From an optimization exercise on the open Yosys and OpenROAD flow, aimed at a short achievable clock period and few clock cycles; shortcuts taken in it are not production practice.
The RTL was checked by simulation tests, not by an equivalence proof against the original design.
Power figures rest on the tool's default switching activity, not on a simulated workload.

===== design.v =====
module smm #(parameter N = 16, parameter LN = 4)
          (input clk, reset,
           input [7:0] readdata,
           output we,
           output [15:0] address,
           output [7:0] writedata);
  reg s_f, s_hi, s_lo, s_ld, s_st;
  reg k_ld, k_st;           
  reg [4:0] kj;             
  reg [15:0] PC;            
  reg [15:0] PC1, PC3;      
  reg [15:0] A;             
  reg [7:0] H;              
  reg [7:0] AC, R;
  reg zq;                   
  reg we_q;
  reg hq;                   
  reg [4:0] kq;             
  reg [15:0] tq;            
  reg [N-1:0] cv;
  reg [15:0] ctag [0:N-1];
  reg [21:0] cdat [0:N-1];  
  reg [LN-1:0] ptr;
  wire [7:0] op = readdata;
  wire valid = (op[7:4] == 4'h0);
  wire z = zq;
  wire o_ld = valid & (op[3:0] == 4'h1);
  wire o_st = valid & (op[3:0] == 4'h2);
  wire o_jp = valid & (op[3:0] == 4'h5);
  wire o_jz = valid & (op[3:0] == 4'h6);
  wire o_jn = valid & (op[3:0] == 4'h7);
  wire three = o_ld | o_st | o_jp | (o_jz & z) | (o_jn & ~z);
  wire nt = (o_jz & ~z) | (o_jn & z);
  wire simple = valid & ~three & ~nt;
  wire c_ld = kq[0];
  wire c_tk = kq[2] | (kq[3] & z) | (kq[4] & ~z);
  wire [7:0] r_add, r_sub, r_inc, r_and, r_or, r_xor, r_not;
  wire z_r, z_add, z_sub, z_inc, z_and, z_or, z_xor, z_not;
  smm_alu alu(.ac(AC), .r(R), .add(r_add), .sub(r_sub), .inc(r_inc),
              .and_(r_and), .or_(r_or), .xor_(r_xor), .not_(r_not),
              .z_r(z_r), .z_add(z_add), .z_sub(z_sub), .z_inc(z_inc),
              .z_and(z_and), .z_or(z_or), .z_xor(z_xor), .z_not(z_not));
  reg [7:0] acs;
  reg zs;
  always @(*)
    case (op[3:0])
      4'h4: begin acs = R;     zs = z_r;   end
      4'h8: begin acs = r_add; zs = z_add; end
      4'h9: begin acs = r_sub; zs = z_sub; end
      4'hA: begin acs = r_inc; zs = z_inc; end
      4'hB: begin acs = 8'h00; zs = 1'b1;  end
      4'hC: begin acs = r_and; zs = z_and; end
      4'hD: begin acs = r_or;  zs = z_or;  end
      4'hE: begin acs = r_xor; zs = z_xor; end
      4'hF: begin acs = r_not; zs = z_not; end
      default: begin acs = AC; zs = zq;    end
    endcase
  wire [16*N-1:0] tags;
  wire [22*N-1:0] dats;
  genvar g;
  generate
    for (g = 0; g < N; g = g + 1) begin : pk
      assign tags[16*g +: 16] = ctag[g];
      assign dats[22*g +: 22] = cdat[g];
    end
  endgenerate
  wire haz;
  smm_haz hz(.a(A), .b(PC3), .we(we_q), .haz(haz));
  wire h1, h3, ht;
  wire [21:0] d1, d3, dt;
  smm_look #(N) l1(.tags(tags), .v(cv), .dats(dats), .a(PC1), .kill(1'b0), .hit(h1), .d(d1));
  smm_look #(N) l3(.tags(tags), .v(cv), .dats(dats), .a(PC3), .kill(haz), .hit(h3), .d(d3));
  smm_look #(N) lt(.tags(tags), .v(cv), .dats(dats), .a(tq), .kill(1'b0), .hit(ht), .d(dt));
  wire [15:0] a1 = (h1 & d1[21]) ? d1[15:0] : PC1;
  wire [15:0] a3 = (h3 & d3[21]) ? d3[15:0] : PC3;
  wire [15:0] at = (ht & dt[21]) ? dt[15:0] : tq;
  wire sel_t = s_f & hq & c_tk;
  wire sel_1 = s_f & ~hq & ~nt;
  wire lhit = sel_t ? ht : (sel_1 ? h1 : h3);
  wire [21:0] ldat = sel_t ? dt : (sel_1 ? d1 : d3);
  wire [15:0] anext = sel_t ? at : (sel_1 ? a1 : a3);
  wire [15:0] npc = sel_t ? tq : (sel_1 ? PC1 : PC3);
  wire [15:0] Am1 = A - 16'd1;
  wire [15:0] Am2 = A - 16'd2;
  reg [N-1:0] inv;
  integer i;
  always @(*)
    for (i = 0; i < N; i = i + 1)
      inv[i] = we_q & ((ctag[i] == A) | (ctag[i] == Am1) | (ctag[i] == Am2));
  wire use_l = (s_f & (hq | simple | nt)) | s_ld | s_st;
  wire fill = s_lo;
  wire [15:0] jt = {H, readdata};
  always @(posedge clk, posedge reset)
    if (reset) begin
      s_f <= 1'b1; s_hi <= 1'b0; s_lo <= 1'b0; s_ld <= 1'b0; s_st <= 1'b0;
      k_ld <= 1'b0; k_st <= 1'b0; kj <= 5'd0;
      PC <= 16'h0000; PC1 <= 16'h0001; PC3 <= 16'h0003;
      A <= 16'h0000; H <= 8'h00;
      AC <= 8'h00; R <= 8'h00; zq <= 1'b1; we_q <= 1'b0;
      hq <= 1'b0; kq <= 5'd0; tq <= 16'h0000;
      cv <= {N{1'b0}}; ptr <= {LN{1'b0}};
    end else begin
      s_f <= (s_f & (hq | simple | nt)) | (s_lo & ~k_ld & ~k_st) | s_ld | s_st;
      s_hi <= s_f & ~hq & three;
      s_lo <= s_hi;
      s_ld <= s_lo & k_ld;
      s_st <= s_lo & k_st;
      we_q <= (s_lo & k_st) | (use_l & lhit & ldat[17]);
      if (s_f & ~hq & three) begin
        k_ld <= o_ld;
        k_st <= o_st;
        kj <= {o_jn, o_jz, o_jp, o_st, o_ld};
      end
      if (use_l) begin
        hq <= lhit;
        kq <= ldat[20:16];
        tq <= ldat[15:0];
        PC <= npc;
        PC1 <= sel_t ? tq + 16'd1 : (sel_1 ? PC + 16'd2 : PC + 16'd4);
        PC3 <= sel_t ? tq + 16'd3 : (sel_1 ? PC + 16'd4 : PC + 16'd6);
        A <= anext;
      end else if (s_f & ~hq & three) begin
        A <= PC1;
      end else if (s_hi) begin
        A <= PC + 16'd2;
      end else if (s_lo) begin
        hq <= 1'b0;
        A <= jt;
        if (~k_ld & ~k_st) begin
          PC <= jt;
          PC1 <= jt + 16'd1;
          PC3 <= jt + 16'd3;
        end
      end
      if (s_hi) H <= readdata;
      if (s_f & ~hq & simple) begin
        AC <= acs;
        zq <= zs;
      end else if (s_ld | (s_f & hq & c_ld)) begin
        AC <= readdata;
        zq <= (readdata == 8'h00);
      end
      if (s_f & ~hq & simple & (op[3:0] == 4'h3)) R <= AC;
      for (i = 0; i < N; i = i + 1)
        cv[i] <= (fill & (ptr == i)) | (cv[i] & ~inv[i]);
      if (fill) ptr <= ptr + 1'b1;
    end
  always @(posedge clk)
    if (fill) begin
      ctag[ptr] <= PC;
      cdat[ptr] <= {kj[1] | kj[0], kj, jt};
    end
  assign we = we_q;
  assign address = A;
  assign writedata = AC;
endmodule
module smm_alu(input [7:0] ac, r,
               output [7:0] add, sub, inc, and_, or_, xor_, not_,
               output z_r, z_add, z_sub, z_inc, z_and, z_or, z_xor, z_not);
  assign add = ac + r;
  assign sub = ac - r;
  assign inc = ac + 8'd1;
  assign and_ = ac & r;
  assign or_ = ac | r;
  assign xor_ = ac ^ r;
  assign not_ = ~ac;
  assign z_r = (r == 8'h00);
  assign z_add = ((ac ^ r) == {ac[6:0] | r[6:0], 1'b0});
  assign z_sub = (ac == r);
  assign z_inc = (ac == 8'hFF);
  assign z_and = ((ac & r) == 8'h00);
  assign z_or = ((ac | r) == 8'h00);
  assign z_xor = (ac == r);
  assign z_not = (ac == 8'hFF);
endmodule
module smm_haz(input [15:0] a, b, input we, output haz);
  wire [15:0] d = a - b;
  assign haz = we & (d[15:2] == 14'd0) & (d[1:0] != 2'd3);
endmodule
module smm_look #(parameter N = 16)
                (input [16*N-1:0] tags, input [N-1:0] v,
                 input [22*N-1:0] dats, input [15:0] a, input kill,
                 output hit, output reg [21:0] d);
  reg [N-1:0] m;
  integer i;
  always @(*) begin
    d = 22'd0;
    for (i = 0; i < N; i = i + 1) begin
      m[i] = v[i] & (tags[16*i +: 16] == a);
      d = d | ({22{m[i]}} & dats[22*i +: 22]);
    end
  end
  assign hit = (|m) & ~kill;
endmodule

===== run.sh =====
#!/bin/bash
# synth_recipe.tcl (not shown) runs the flow's synth.tcl, then flattens the netlist and writes it again
# the make line also repeats each setting of config.mk as NAME=value (left out here)
make -C /OpenROAD-flow-scripts/flow DESIGN_CONFIG=/design/flow/config.mk WORK_HOME=/design/flow/orfs CLKGATE_MAP_FILE= SYNTH_SCRIPT=/design/flow/synth_recipe.tcl finish

===== config.mk =====
export PLATFORM = sky130hd
export DESIGN_NAME = smm
export DESIGN_NICKNAME = smm
export VERILOG_FILES = /design/flow/design.v
export SDC_FILE = /design/flow/constraint.sdc
export NUM_CORES = 4
export LEC_CHECK = 0
export ABC_CLOCK_PERIOD_IN_PS = 2000
export CAP_MARGIN = 20
export CORE_MARGIN = 2
export CORE_UTILIZATION = 40
export PLACE_DENSITY = 0.6
export SETUP_SLACK_MARGIN = 3.0
export SLEW_MARGIN = 20
export SYNTH_HIERARCHICAL = 1
export TNS_END_PERCENT = 100

===== constraint.sdc =====
create_clock -name core_clock -period 5.0 [get_ports {clk}]
set_input_delay 1.0000 -clock core_clock [delete_from_list [all_inputs] [get_ports {clk}]]
set_output_delay 1.0000 -clock core_clock [all_outputs]
set_load 0.01 [all_outputs]

==> results.txt <==
## per-module statistics from Yosys (local to each module, per instance), excerpt
module | flip-flops and latches | cells inside | copies in the design
smm | 748 | 3368 | 1
smm_alu | 0 | 158 | 1
smm_haz | 0 | 140 | 1
## stage by stage
step                      setup slack (ps)  hold slack (ps)  instance area, µm²  cells  utilization [%]
final                                 1094            482.0               77960   9640            51.26
after global placement               363.7            471.8               66710   9039            43.87
after global routing                  1011            500.5               77950   9636            51.26
after floorplan                       1779            393.6               62440   6952                -
after CTS                             1167            491.2               75910   9536            49.91
after detailed placement             492.0            474.4               66760   9041            43.90
## synth_stat cells (21+ instances only)
cell type | count | area [µm²]
sky130_fd_sc_hd__edfxtp_1 | 608 | 18260
sky130_fd_sc_hd__a2111oi_0 | 292 | 2557
sky130_fd_sc_hd__nand2_1 | 375 | 1408
sky130_fd_sc_hd__a311o_1 | 26 | 260.3
sky130_fd_sc_hd__nor4_2 | 26 | 325.3
sky130_fd_sc_hd__o21ai_1 | 47 | 235.2
sky130_fd_sc_hd__nand3_1 | 152 | 760.7
sky130_fd_sc_hd__buf_4 | 57 | 427.9
sky130_fd_sc_hd__buf_1 | 53 | 198.9
sky130_fd_sc_hd__nor4_1 | 182 | 1139
sky130_fd_sc_hd__nor3_1 | 879 | 4399
sky130_fd_sc_hd__dfrtp_1 | 136 | 3403
sky130_fd_sc_hd__nand4_1 | 227 | 1420
sky130_fd_sc_hd__xnor2_1 | 622 | 5448
sky130_fd_sc_hd__a211oi_1 | 37 | 277.8
sky130_fd_sc_hd__buf_6 | 76 | 855.8
sky130_fd_sc_hd__o22ai_1 | 21 | 131.4
sky130_fd_sc_hd__clkbuf_1 | 222 | 833.3
sky130_fd_sc_hd__a21oi_1 | 115 | 575.6
sky130_fd_sc_hd__xor2_1 | 886 | 7760
sky130_fd_sc_hd__o211ai_1 | 21 | 157.7
sky130_fd_sc_hd__ha_1 | 58 | 725.7
sky130_fd_sc_hd__mux2i_1 | 28 | 280.3
sky130_fd_sc_hd__o21ai_0 | 127 | 635.6
sky130_fd_sc_hd__inv_1 | 880 | 3303
sky130_fd_sc_hd__nor2_1 | 206 | 773.2
sky130_fd_sc_hd__a31oi_1 | 39 | 244.0
sky130_fd_sc_hd__buf_2 | 121 | 605.6
## kinds of logic after synthesis
logic type | count (synthesis) | share of synthesized area [%]
AND/OR/NAND/NOR | 2230 | 19.00
XOR/XNOR | 1519 | 21.93
buffers and inverters | 1410 | 10.16
AO/OA/AOI/OAI | 925 | 11.12
flip-flops | 748 | 35.51
adder cells (fa/ha/maj) | 62 | 1.298
multiplexers | 56 | 0.9716
other | 1 | 0.006118
## flip-flops by register name (all words and copies together), names as in the netlist, 5 cells and up
| register | count |
|---|---|
| PC1 | 16 |
| R | 8 |
| cdat | 352 |
| H | 8 |
| PC3 | 15 |
| A | 16 |
| AC | 8 |
| ctag | 256 |
| tq | 16 |
| PC | 16 |
| cv | 16 |
| kj | 5 |
## power by group
group	leakage, nW	switching (mW)	internal [mW]
Sequential	7.69	0.0797	6.71
Combinational	22.7	1.39	0.858
Clock	1.51	2.98	4.13
Total	31.9	4.46	11.7
## how the worst max path moves through the flow
stage / cells after the start / slack [ps] / startpoint / endpoint
4_1_cts: 16 / 1170 / PC1[0] / A[13]
2_1_floorplan: 18 / 1780 / A[0] / A[2]
3_3_place_gp: 13 / 360 / PC3[2] / A[10]
5_1_grt: 18 / 1010 / A[1] / A[15]
3_5_place_dp: 9 / 490 / readdata[1] / tq[2]
6_report: 10 / 1090 / tq[9] / kq[2]
## worst max-delay path: cells and delay by family, from the launching register on
kind / cells / cell delay (ps)
compound gates: 3 / 1580
flops: 1 / 640
simple gates: 4 / 640
buf+inv: 2 / 580
xor+xnor: 1 / 260
## per-layer routing
metal	part of all wire, %	vias up	wire [µm]
li1	-	25650	-
met1	35	30630	122200
met2	40	5710	139700
met3	14	1789	48320
met4	11	22	37250
met5	0.060	-	207
## repair_timing
item,CTS,global route
gates cloned,27,7
setup buffers,299,88
resized for setup,809,292
setup endpoints to repair,753,312
pin swaps,159,144
## cell type report
type	count	area share, %
inverter	881	4.304
sequential	748	28.07
timing repair buffer	1002	13.45
antenna	9	0.02889
clock inverter	54	0.8265
tap	2030	3.258
multi-input combinational	4801	46.89
clock buffer	115	3.168
==> results.txt <==
- Final hold violation count: 0
- Top achievable clock speed: about 0.26 GHz
- Worst rel slew slack: about a quarter
- Total via count in the routed design: 63800
- Area of the core region: 152100 µm²
- Unrepaired setup endpoints after global routing: true
- Area of the die: 156400 µm²
- Number of enable flip-flop cells after synthesis: 608
- Area growth syn-to-layout: 27.19%
- Routed WL: 347.7 mm
- CP cell instances: buf_4 > xor2_1 > nor4_2 > nand4_2 > buf_6 > nor3_1 > a2111oi_0 > nand4_1 > a21oi_1 > o21ai_1
- Critical Setup Path Class: flip-flop to flip-flop
- Hold Path Stages: 2
- Max-slew violation total from the final report: 0
- Total of max-cap violations: 0
- Post-DR vias/cell: 6.618
- Seq/Total Area, Yosys: 35.51%
- Leakage Power: 31.94 nW
- Number of buffers on the longest clock path: 3
- Yosys warnings: 8
- Number of top-level pins: 35
- Global-route met3 utilization: 13.72%
- Highest-count cells in the layout ignoring fill and taps: sky130_fd_sc_hd__xor2_1 (883), sky130_fd_sc_hd__nor3_1 (861), sky130_fd_sc_hd__inv_1 (850), sky130_fd_sc_hd__buf_4 (655), sky130_fd_sc_hd__xnor2_1 (610)
- Number of CTS-inserted buffers: 90
- Number of antenna-violating nets in the routed design: 0
- Maximum number of pins on one net before global-route repair: 141
- Critical hold path startpoint: kq[0]
- Met2 track demand over resource in global routing: 60.51%
- Pwr Density: ~210 nW/µm²
- Initial antenna violation count: 22
- Port Buffer Count: 34
- DRC errors left: 0
- Worst-case reg-to-reg path depth: 10
- Main synth FF type: sky130_fd_sc_hd__edfxtp_1
- IR Drop Worst-Case VDD: roughly 0.00024 V
- Distinct cell type count of the synthesized netlist: 105
- Die Ht: 395.5 µm
- Synthesized flop and latch total: 748
- Element type at the critical path end: flip-flop
- Data arrival, critical path: approximately 4500 ps
- Count of hold buffers inserted by post-cts repair: 0
- Global routing usage on met1: a little over half
- Initial core utilization: 40.31%
- Most crowded layer after global routing: met2
- Average wire per standard cell: ~36 µm
- GRT Overall Usage: about 43%
- Clock Pin Slew Worst Setup and Hold Paths: 60 ps
- Slowest stage cell, crit path: sky130_fd_sc_hd__a2111oi_0
- Slack of the worst reg-to-reg path: 1090 ps
- Most common cell after layout, fill and taps aside: sky130_fd_sc_hd__xor2_1
- Minimum clock period: between 3000 and 4000 ps
- Clk Latency, worst-skew pair: about 750 ps
- Category of the worst setup path launch point: flip-flop
- Gp weighted congestion: approximately 1.0
- Total area of multi-input combinational cells: 36560 µm²
- Width of the die: 395.5 µm
- Post-synthesis instance total: 6951
- Number of rows in the core area: 143
- Path category of the worst min-delay check: flip-flop to flip-flop
- Layout cells sized above 1: between 20% and 30%
- Skew final: between 60 and 70 ps
- Synthesized area: 61300 µm²
- Slowest cell delay on critical path: 840 ps
- CTS H-tree lvls: 3
- Pin slew with the least headroom to its limit: 1143 ps
- Aggregate negative setup slack: 0 ps
- Wire length of the first global-routing pass: 473.3 mm
- Setup-violating endpoint count in the final report: 0
- Clock sink count: ~750
- Biggest fanout along the worst timing path: 15
- Launch point of the worst reg-to-reg path: tq[9]
- Layout net count: 7595
- Initial detailed-routing violation count: 10790
- Overall power of the completed layout: ~16 mW
- End point of the most critical hold path: kq[0]
- RR Endpoint: kq[2]
- Share of synthesized flip-flops with an asynchronous set or reset: 18.72%
- Outcome: finished clean
- Synthesized area per cell: ~8.8 µm²
- Global route total overflow: 0
- Required arrival time at the worst endpoint: 5560 ps
- Fillers: 13860
- Drt first pass iters: 11
- Via count of the first global-routing pass: 59480
- CTS Root Buffer Type: sky130_fd_sc_hd__clkbuf_16
- HPWL after DPL: 228.6 mm
- CTS tree: built
- Sequential Area: 21890 µm²
- Final period utilization: between 70% and 80%
Testbench counts, summed over its fixed seeds: cycles 46,254.

afterwards: timing with drivers on the ports:
In the flow no input, the clock included, has a driving cell. The finished layout below was timed again as built, in two steps.
Step 1, drivers: a clkbuf_16 drives clk and a buf_2 each remaining input, both assumed.
Step 2, shift: input delay + t, output delay - t, t = (earliest + latest rising clock arrival at the registers) / 2. This alone moves slack from input paths to output paths.
a / b / c = ideal / step 1 / step 2; a / b = the first two.
shift t [ns]: 0.813
slack for setup (ns): 1.094 / 1.094 / 1.094
latest minus earliest clock arrival (ns): 0.061 / 0.062
cell pins on the clock port's net: 1
After both steps this run still meets setup and hold. For this run, drivers alone change the setup slack by 0.000 ns; drivers and shift together by 0.000 ns.
